This design comes from an exercise in tuning for small area and a short achievable clock period on the open sky130 flow, not from production work. In this exercise RTL edits were held to simulation tests only and were not proved equivalent to the original. No activity file was given, so power comes from the tool's default toggle rates.

## P
Design DCIM, start of the top module:
module DCIM (
    input clk,
    input rst_n,
    input in_valid,
    input [127:0] in_data1,
    input [127:0] in_data2,
    input [127:0] in_data3,
    input [127:0] in_data4,
    output reg out_valid,
    output reg [12:0] O1,
    output reg [12:0] O2,
    output reg [12:0] O3,
    output reg [12:0] O4
);
export LEC_CHECK = 0
export CAP_MARGIN = 20
export CORE_MARGIN = 2
export CORE_UTILIZATION = 40
export SETUP_SLACK_MARGIN = 1.0
export SLEW_MARGIN = 20
create_clock -name core_clock -period 2.4 [get_ports {clk}]
standard.sh (not shown) runs the stock make flow with config.mk's settings and CLKGATE_MAP_FILE= SYNTH_SCRIPT=/design/flow/synth_recipe.tcl, a recipe that flattens the netlist after the stock synthesis.
==> flow/flow/run.sh <==
#!/bin/bash
# Standard ORFS layout with two changes:
#  - SYNTH_ARGS=-noabc: skip the abc -fast inside Yosys's generic synth, so the
#    full adders written in the RTL reach extract_fa in their plain polarity
#    (no inverters around every full adder); the final liberty abc still runs.
#  - port buffers use buf_1.
set -euo pipefail
bash standard.sh SYNTH_ARGS=-noabc "BUFFER_PORTS_ARGS=-buffer_cell sky130_fd_sc_hd__buf_1" finish > flow_make.log 2>&1
For Q, these inputs were changed with respect to P:
- a change of SETUP_SLACK_MARGIN from 1.0 to 0.8
Results
Q vs. P: largest vdd supply drop climbed 8.0%; non-clock buffer count dropped 20; power density normalized to cell area climbed 25 nW/um2.
[Q vs P] met1 usage in global routing: higher in Q
Compared with P, Q shows a final cell count that is 21 lower.
First-pass GRT wire length: Q higher than P
Q ended up with a higher total wirelength of the detailed-routed design than P did.
Portion of total power attributed to the clock network up 1.7 points in Q wrt P
In Q, overall power of the completed layout is lower than in P.

========
DCIM, a different RTL version from the one above (not shown whole).
Size: ~570 I/O pins.
Settings: LEC_CHECK=0, CAP_MARGIN=20, CORE_MARGIN=2, CORE_UTILIZATION=60, SETUP_SLACK_MARGIN=0.8, SLEW_MARGIN=20; clock period 2.4 ns.
Scripts as last shown in full above: flow/flow/run.sh
Next try:
--- a/flow/config.mk
+++ b/flow/config.mk
@@ -9,4 +9,6 @@
 export CORE_MARGIN = 2
 export CORE_UTILIZATION = 60
+export CTS_CLUSTER_DIAMETER = 80
+export CTS_CLUSTER_SIZE = 30
 export SETUP_SLACK_MARGIN = 0.8
 export SLEW_MARGIN = 20
Wire length went down by 6.6%.
Via count went down by 3.4%.
Worst setup slack is better by 0.025 ns.
Synthesized area stays the same.
Utilization went down by 2.8 points.
Next try:
--- a/flow/config.mk
+++ b/flow/config.mk
@@ -11,4 +11,6 @@
 export CTS_CLUSTER_DIAMETER = 80
 export CTS_CLUSTER_SIZE = 30
+export GPL_TIMING_DRIVEN = 0
+export PLACE_DENSITY = 0.8
 export SETUP_SLACK_MARGIN = 0.8
 export SLEW_MARGIN = 20
After rerunning:
- power climbs by about 0.5%
- global-route usage goes down by 2.1 points
- synthesized cell count is unchanged
- register-to-register slack gets better by 0.02 ns
- clock-buffer cell count rose by 4
- via count went up by 0.78%
- final cell count goes up by about 0.8%
Next try:
--- a/flow/config.mk
+++ b/flow/config.mk
@@ -6,4 +6,5 @@
 export NUM_CORES = 4
 export LEC_CHECK = 0
+export ABC_AREA = 1
 export CAP_MARGIN = 20
 export CORE_MARGIN = 2
@@ -11,6 +12,4 @@
 export CTS_CLUSTER_DIAMETER = 80
 export CTS_CLUSTER_SIZE = 30
-export GPL_TIMING_DRIVEN = 0
-export PLACE_DENSITY = 0.8
 export SETUP_SLACK_MARGIN = 0.8
 export SLEW_MARGIN = 20
- The new run ran to the end with no violations
- die area came out higher by 1.4%
- wire length came out lower by about 14%
- critical path depth does not change
- total power came out lower by 6.1%
- clock-buffer cell count came out higher by 4
- setup slack barely changes
- first-iteration DRC count came out higher by 8.4%
- fmax barely changes
- clock power came out lower by about 1%
- synthesized area came out higher by about 1.5%
Next try:
--- a/flow/config.mk
+++ b/flow/config.mk
@@ -6,5 +6,4 @@
 export NUM_CORES = 4
 export LEC_CHECK = 0
-export ABC_AREA = 1
 export CAP_MARGIN = 20
 export CORE_MARGIN = 2
@@ -12,4 +11,6 @@
 export CTS_CLUSTER_DIAMETER = 80
 export CTS_CLUSTER_SIZE = 30
+export GPL_TIMING_DRIVEN = 0
+export PLACE_DENSITY = 0.7
 export SETUP_SLACK_MARGIN = 0.8
 export SLEW_MARGIN = 20
Result:
- worst setup slack got worse by 0.0067 ns
- cell count goes down by 8.1%
- non-clock buffer count goes up by 25
- synthesized area goes down by 1.4%
- wire length goes up by 6.2%
- clock-buffer cell count goes down by 3
- via count goes down by 5.6%
- power goes up by 4.7%
- combinational power goes up by about 10%
- design area goes down by 0.34%

## what the ideal ports hide
In the flow no input, the clock included, has a driving cell. The finished layouts below were timed again as built, in two steps. Step 1 sets driving cells, clkbuf_16 on the clock port and buf_2 on the other inputs (assumed; they add their load-dependent delay and slew). Step 2 times the ports against the registers' clock, not the clock port: input delays grow and output delays shrink by t, the midpoint of the rising clock arrivals with the driver on. a / b / c = ideal ports / drivers / drivers and shift; a / b = the first two.
run | shift t [ns] | slack for setup (ns) | hold WS [ns] | latest minus earliest clock arrival (ns)
P | 0.633 | 0.765 / 0.760 / 0.213 | 0.262 / 0.233 / 0.321 | 0.024 / 0.024
Q | 0.641 | 0.738 / 0.676 / 0.228 | 0.209 / 0.178 / 0.323 | 0.030 / 0.029
the first run of note 2 | 0.670 | 0.730 / 0.667 / 0.142 | 0.021 / -0.015 / 0.326 | 0.025 / 0.024
the second run of note 2 | 0.661 | 0.755 / 0.690 / 0.178 | 0.013 / -0.026 / 0.331 | 0.025 / 0.025
the third run of note 2 | 0.641 | 0.739 / 0.679 / 0.188 | 0.222 / 0.186 / 0.328 | 0.021 / 0.021
the fourth run of note 2 | 0.649 | 0.738 / 0.680 / 0.246 | 0.197 / 0.189 / 0.322 | 0.021 / 0.021
the fifth run of note 2 | 0.653 | 0.731 / 0.672 / 0.167 | 0.211 / 0.181 / 0.332 | 0.025 / 0.025
After both steps setup and hold are still met in every run listed. For the first run of note 2, which loses most, drivers alone change the setup slack by -0.063 ns; drivers and shift together by -0.588 ns.
